Context: an optimization exercise on an open-source flow, tuned for small area. The choices shown serve that exercise and are no tape-out recipe. In this exercise RTL edits were held to simulation tests only and were not proved equivalent to the original. No activity file was given, so power comes from the tool's default toggle rates.

==> sierra <==
==> flow/design.v <==
module DDRControlModule(input clk, input reset,
    input  io_init_calib_complete,
    input  io_mig_data_valid,
    input  io_mig_rdy,
    input  io_mig_wdf_rdy,
    input [127:0] io_data_from_mig,
    input  io_ram_en,
    input  io_ram_write,
    input [29:0] io_ram_addr,
    input [255:0] io_data_to_ram,
    output[2:0] io_cmd_to_mig,
    output io_app_en,
    output io_ram_rdy,
    output io_app_wdf_wren,
    output io_app_wdf_end,
    output[26:0] io_addr_to_mig,
    output[127:0] io_data_to_mig,
    output[255:0] io_data_to_cpu,
    output[4:0] io_state_to_cpu
);
  reg  [4:0]   state;
  reg  [5:0]   counter;
  reg          ram_write_old;
  reg  [21:0]  ram_addr_old;
  reg  [127:0] lo;
  reg  [127:0] hi;
  wire c = io_init_calib_complete;
  wire v = io_mig_data_valid;
  wire s0  = state == 5'd0;
  wire s16 = state[4] & ~state[0];
  wire s17 = state[4] & state[0];
  wire lowst = ~state[4];
  wire [3:0] sl = state[3:0];
  wire ge1  = counter != 6'd0;
  wire ge3  = counter >= 6'd3;
  wire ge4  = counter >= 6'd4;
  wire ge60 = counter >= 6'd60;
  wire hit  = ~io_ram_addr[25] & (ram_addr_old == io_ram_addr[24:3]) &
              (ram_write_old == io_ram_write);
  wire move = io_ram_en & ~hit;
  wire rsel = state[4] | (state[3] & state[2]);
  wire hsel = state[3] | (state[1] & ~state[2]);
  wire [127:0] op = rsel ? hi : (hsel ? io_data_to_ram[255:128] : io_data_to_ram[127:0]);
  wire mismatch = io_data_from_mig != op;
  wire rb_done = v & ge4;
  wire rb_to   = ~v & ge60;
  reg [4:0] nstate;
  reg       clr;
  always @(*) begin
    nstate = state;
    clr = 1'b0;
    if (s17) begin
      nstate = 5'd0;
    end else if (s16) begin
      if (rb_done) nstate = mismatch ? 5'd13 : 5'd17;
      else if (rb_to) begin nstate = 5'd15; clr = 1'b1; end
    end else begin
      case (sl)
        4'd0:  if (move) begin nstate = io_ram_write ? 5'd1 : 5'd9; clr = 1'b1; end
        4'd1:  if (io_mig_rdy & io_mig_wdf_rdy) begin nstate = 5'd2; clr = 1'b1; end
        4'd2:  if (io_mig_rdy & ge3) begin nstate = 5'd5; clr = 1'b1; end
        4'd3:  if (io_mig_rdy & io_mig_wdf_rdy) begin nstate = 5'd4; clr = 1'b1; end
        4'd4:  if (io_mig_rdy & ge3) begin nstate = 5'd7; clr = 1'b1; end
        4'd5:  if (io_mig_rdy & ge1) begin nstate = 5'd6; clr = 1'b1; end
        4'd6:  if (rb_done) begin nstate = mismatch ? 5'd1 : 5'd3; clr = 1'b1; end
               else if (rb_to) begin nstate = 5'd5; clr = 1'b1; end
        4'd7:  if (io_mig_rdy & ge1) begin nstate = 5'd8; clr = 1'b1; end
        4'd8:  if (rb_done) begin nstate = mismatch ? 5'd3 : 5'd17; clr = 1'b1; end
               else if (rb_to) begin nstate = 5'd7; clr = 1'b1; end
        4'd9:  if (io_mig_rdy & ge1) begin nstate = 5'd10; clr = 1'b1; end
        4'd10: if (rb_done) begin nstate = 5'd11; clr = 1'b1; end
               else if (rb_to) begin nstate = 5'd9; clr = 1'b1; end
        4'd11: if (io_mig_rdy & ge1) begin nstate = 5'd12; clr = 1'b1; end
        4'd12: if (rb_done) begin nstate = mismatch ? 5'd9 : 5'd13; clr = 1'b1; end
               else if (rb_to) begin nstate = 5'd11; clr = 1'b1; end
        4'd13: if (io_mig_rdy & ge1) begin nstate = 5'd14; clr = 1'b1; end
        4'd14: if (rb_done) begin nstate = 5'd15; clr = 1'b1; end
               else if (rb_to) begin nstate = 5'd13; clr = 1'b1; end
        default: if (io_mig_rdy & ge1) begin nstate = 5'd16; clr = 1'b1; end
      endcase
    end
  end
  wire hi_we = c & lowst & ((sl == 4'd10) | (sl == 4'd14)) & rb_done;
  wire lo_we = c & lowst & (sl == 4'd12) & rb_done;
  wire done_we = c & s17;
  always @(posedge clk) begin
    if (reset) state <= 5'd0;
    else if (c) state <= nstate;
    if (c) counter <= clr ? 6'd0 : counter + 6'd1;
    if (reset) begin
      ram_write_old <= 1'b0;
      ram_addr_old <= 22'd0;
    end else if (done_we) begin
      ram_write_old <= io_ram_write;
      ram_addr_old <= io_ram_addr[24:3];
    end
    if (reset) hi <= 128'd0;
    else if (hi_we) hi <= io_data_from_mig;
    if (reset) lo <= 128'd0;
    else if (lo_we) lo <= hi;
  end
  wire iss = c & state[0] & lowst;
  wire wr  = iss & ~state[3] & ~state[2];
  assign io_state_to_cpu = state;
  assign io_ram_rdy      = (s0 & (~io_ram_en | hit)) | s17;
  assign io_app_en       = iss;
  assign io_app_wdf_wren = wr;
  assign io_app_wdf_end  = wr;
  assign io_cmd_to_mig   = {2'b00, state[3] | state[2]};
  assign io_addr_to_mig  = {io_ram_addr[24:3], state[3] ? state[2] : state[1], 4'h0};
  assign io_data_to_mig  = op;
  assign io_data_to_cpu  = {hi, lo};
endmodule
==> flow/run.sh <==
#!/bin/bash
# synth_recipe.tcl (not shown) runs the flow's synth.tcl, then flattens the netlist and writes it again
# the make line also repeats each setting of config.mk as NAME=value (left out here)
make -C /OpenROAD-flow-scripts/flow DESIGN_CONFIG=/design/flow/config.mk WORK_HOME=/design/flow/orfs CLKGATE_MAP_FILE= SYNTH_SCRIPT=/design/flow/synth_recipe.tcl finish
==> flow/config.mk <==
export PLATFORM = sky130hd
export DESIGN_NAME = DDRControlModule
export DESIGN_NICKNAME = DDRControlModule
export VERILOG_FILES = /design/flow/design.v
export SDC_FILE = /design/flow/constraint.sdc
export NUM_CORES = 4
export LEC_CHECK = 0
export CAP_MARGIN = 20
export CORE_AREA = 5 5 315 315
export DIE_AREA = 0 0 320 320
export SLEW_MARGIN = 20
==> flow/constraint.sdc <==
create_clock -name core_clock -period 7.0 [get_ports {clk}]
set_input_delay 1.4000 -clock core_clock [delete_from_list [all_inputs] [get_ports {clk}]]
set_output_delay 1.4000 -clock core_clock [all_outputs]
set_load 0.01 [all_outputs]
==> amber: changes against sierra <==
--- a/flow/design.v
+++ b/flow/design.v
@@ -41,6 +41,8 @@
   wire rsel = state[4] | (state[3] & state[2]);
   wire hsel = state[3] | (state[1] & ~state[2]);
-  wire [127:0] op = rsel ? hi : (hsel ? io_data_to_ram[255:128] : io_data_to_ram[127:0]);
-  wire mismatch = io_data_from_mig != op;
+  wire sa = ~rsel & ~hsel;
+  wire sb = ~rsel & hsel;
+  wire [127:0] op, x, hd, ld;
+  wire mismatch = |x;
   wire rb_done = v & ge4;
   wire rb_to   = ~v & ge60;
@@ -84,4 +86,18 @@
   wire lo_we = c & lowst & (sl == 4'd12) & rb_done;
   wire done_we = c & s17;
+  wire he1 = ~reset & hi_we;
+  wire he0 = ~reset & ~hi_we;
+  wire le1 = ~reset & lo_we;
+  wire le0 = ~reset & ~lo_we;
+  genvar i;
+  generate
+    for (i = 0; i < 128; i = i + 1) begin : g_bit
+      DDRSel3 u_sel(.a(io_data_to_ram[i]), .b(io_data_to_ram[128 + i]), .c(hi[i]),
+                    .sa(sa), .sb(sb), .sc(rsel), .y(op[i]));
+      DDRXor  u_x(.a(io_data_from_mig[i]), .b(op[i]), .y(x[i]));
+      DDRHold u_h(.d(io_data_from_mig[i]), .q(hi[i]), .e1(he1), .e0(he0), .y(hd[i]));
+      DDRHold u_l(.d(hi[i]), .q(lo[i]), .e1(le1), .e0(le0), .y(ld[i]));
+    end
+  endgenerate
   always @(posedge clk) begin
     if (reset) state <= 5'd0;
@@ -95,8 +111,6 @@
       ram_addr_old <= io_ram_addr[24:3];
     end
-    if (reset) hi <= 128'd0;
-    else if (hi_we) hi <= io_data_from_mig;
-    if (reset) lo <= 128'd0;
-    else if (lo_we) lo <= hi;
+    hi <= hd;
+    lo <= ld;
   end
   wire iss = c & state[0] & lowst;
@@ -112,2 +126,11 @@
   assign io_data_to_cpu  = {hi, lo};
 endmodule
+module DDRSel3(input a, input b, input c, input sa, input sb, input sc, output y);
+  assign y = (sa & a) | (sb & b) | (sc & c);
+endmodule
+module DDRXor(input a, input b, output y);
+  assign y = a ^ b;
+endmodule
+module DDRHold(input d, input q, input e1, input e0, output y);
+  assign y = (e1 & d) | (e0 & q);
+endmodule
==> flow/flow/run.sh (new file) <==
#!/bin/bash
# Own layout flow: the standard flow (standard.sh, unchanged synthesis) with
#  - port buffers made of the smallest buffer cell (buf_1) instead of ORFS's default pick,
#  - a clock tree of clkbuf_8 with sink clusters of up to 16 and no dummy loads.
# Each ORFS step writes its own log under orfs/logs; make's output goes to flow_make.log.
set -euo pipefail
export BUFFER_PORTS_ARGS="-buffer_cell sky130_fd_sc_hd__buf_1"
export CTS_ARGS="-sink_clustering_enable -repair_clock_nets -sink_clustering_size 16 -sink_clustering_max_diameter 60 -buf_list sky130_fd_sc_hd__clkbuf_8 -dont_use_dummy_load"
bash standard.sh finish > flow_make.log 2>&1
==> flow/standard.sh (new file) <==
#!/bin/bash
# synth_recipe.tcl (not shown) runs the flow's synth.tcl, then flattens the netlist and writes it again
# the make line also repeats each setting of config.mk as NAME=value (left out here)
make -C /OpenROAD-flow-scripts/flow DESIGN_CONFIG=/design/flow/config.mk WORK_HOME=/design/flow/orfs CLKGATE_MAP_FILE= SYNTH_SCRIPT=/design/flow/synth_recipe.tcl "${@:-finish}"
CORE_AREA = 5 5 245 245   (was 5 5 315 315)
DIE_AREA = 0 0 250 250   (was 0 0 320 320)
PLACE_DENSITY = 0.85   (was not set)
SYNTH_HIERARCHICAL = 1   (was not set)
removed: flow/run.sh
==> lagoon: changes against sierra <==
--- a/flow/design.v
+++ b/flow/design.v
@@ -41,6 +41,8 @@
   wire rsel = state[4] | (state[3] & state[2]);
   wire hsel = state[3] | (state[1] & ~state[2]);
-  wire [127:0] op = rsel ? hi : (hsel ? io_data_to_ram[255:128] : io_data_to_ram[127:0]);
-  wire mismatch = io_data_from_mig != op;
+  wire sa = ~rsel & ~hsel;
+  wire sb = ~rsel & hsel;
+  wire [127:0] op, x, hd, ld;
+  wire mismatch = |x;
   wire rb_done = v & ge4;
   wire rb_to   = ~v & ge60;
@@ -84,4 +86,18 @@
   wire lo_we = c & lowst & (sl == 4'd12) & rb_done;
   wire done_we = c & s17;
+  wire he1 = ~reset & hi_we;
+  wire he0 = ~reset & ~hi_we;
+  wire le1 = ~reset & lo_we;
+  wire le0 = ~reset & ~lo_we;
+  genvar i;
+  generate
+    for (i = 0; i < 128; i = i + 1) begin : g_bit
+      DDRSel3 u_sel(.a(io_data_to_ram[i]), .b(io_data_to_ram[128 + i]), .c(hi[i]),
+                    .sa(sa), .sb(sb), .sc(rsel), .y(op[i]));
+      DDRXor  u_x(.a(io_data_from_mig[i]), .b(op[i]), .y(x[i]));
+      DDRHold u_h(.d(io_data_from_mig[i]), .q(hi[i]), .e1(he1), .e0(he0), .y(hd[i]));
+      DDRHold u_l(.d(hi[i]), .q(lo[i]), .e1(le1), .e0(le0), .y(ld[i]));
+    end
+  endgenerate
   always @(posedge clk) begin
     if (reset) state <= 5'd0;
@@ -95,8 +111,6 @@
       ram_addr_old <= io_ram_addr[24:3];
     end
-    if (reset) hi <= 128'd0;
-    else if (hi_we) hi <= io_data_from_mig;
-    if (reset) lo <= 128'd0;
-    else if (lo_we) lo <= hi;
+    hi <= hd;
+    lo <= ld;
   end
   wire iss = c & state[0] & lowst;
@@ -112,2 +126,11 @@
   assign io_data_to_cpu  = {hi, lo};
 endmodule
+module DDRSel3(input a, input b, input c, input sa, input sb, input sc, output y);
+  assign y = (sa & a) | (sb & b) | (sc & c);
+endmodule
+module DDRXor(input a, input b, output y);
+  assign y = a ^ b;
+endmodule
+module DDRHold(input d, input q, input e1, input e0, output y);
+  assign y = (e1 & d) | (e0 & q);
+endmodule
SYNTH_HIERARCHICAL = 1   (was not set)
==> notes.md <==
P_seq = 0.00181 W
Biggest Area Class = non-clock buffers
Outcome = finished clean
WHS Path Cells = 2
Adder-Cell Fraction of Synth Area = 0.193%
Top-count cell post-synth = dfxtp_1
Root buffer cell = clkbuf_16
First-pass GRT wire length = 118,000 um
Critical path depth in cells = 13
Synth warn = 7
Met2 usage = 26.3%
Buffering overhead = 35.6%
Xor/xnor share of the synthesized area = 10.6%
Die ar. = 0.102 mm^2
the above is filed under lagoon

==> notes.md <==
Outcome = finished clean
DR vias = 15.1k
Synth warn = 7
Critical path depth in cells = 12
Die ar. = 0.0625 mm^2
Seq/Total Area, Yosys = 45.4%
Clock buffer depth = 3
Final setup vio count = 0
Fmax = 0.179 GHz
Met2 usage = 33.3%
Share of layout cells above drive strength 1 = 3.02%
Reg area = 0.00587 mm^2
Buffering overhead = 19.1%
Drt wl/cell = 24.9 um
Placed Cells incl. Taps = 2,822
Adder-Cell Fraction of Synth Area = 0.193%
P_seq = 0.00182 W
First-pass GRT wire length = 98,900 um
Root buffer cell = clkbuf_8
Crit share post-route = 80.0%
Biggest Area Class = multi-input gates
HP Start = lo[101]
the above is filed under amber

==> notes.md <==
Share of flip-flops with an asynchronous set or reset = 0%
Max-slew violations = 0
First-pass GRT wire length = 220,000 um
Die ar. = 0.102 mm^2
Adder-Cell Fraction of Synth Area = 0.143%
Synth warn = 1
Biggest Area Class = multi-input gates
Clock-cell share = 5.24%
Met2 usage = 47.9%
Buffering overhead = 30.9%
P_seq = 0.00181 W
Clock transition at the registers of the reported paths = 0.06 ns
Final setup vio count = 0
Outcome = finished clean
Top-count cell post-synth = nand2_1
Xor/xnor share of the synthesized area = 1.45%
Seq/Total Area, Yosys = 33.4%
Critical path's largest stage delay = 0.90 ns
Routed Antenna Nets = 0
WHS Path Cells = 2
Worst endpoint data arrival time = 4.35 ns
Root buffer cell = clkbuf_16
the above is filed under sierra

[separate check: timing with driven ports]
Ports are ideal in the flow. The routed layouts listed here were re-timed in OpenROAD.
Step 1 assumes that a clkbuf_16 drives the clock port and a buf_2 every other input.
Step 2 moves the port delays by t, midway between the first and last clock arrival at a register: inputs arrive t later, outputs are due t later. That takes back most of the time a late clock gives input paths.
Slacks: ideal / step 1 / step 2; pairs: ideal / step 1.
run	t (ns)	setup WS [ns]	clock arrival spread, ns
sierra	0.684	1.247 / 1.186 / 1.585	0.038 / 0.038
amber	0.641	1.401 / 1.401 / 1.401	0.071 / 0.071
lagoon	0.609	1.414 / 1.414 / 1.414	0.027 / 0.027
After both steps every run listed still meets setup and hold.
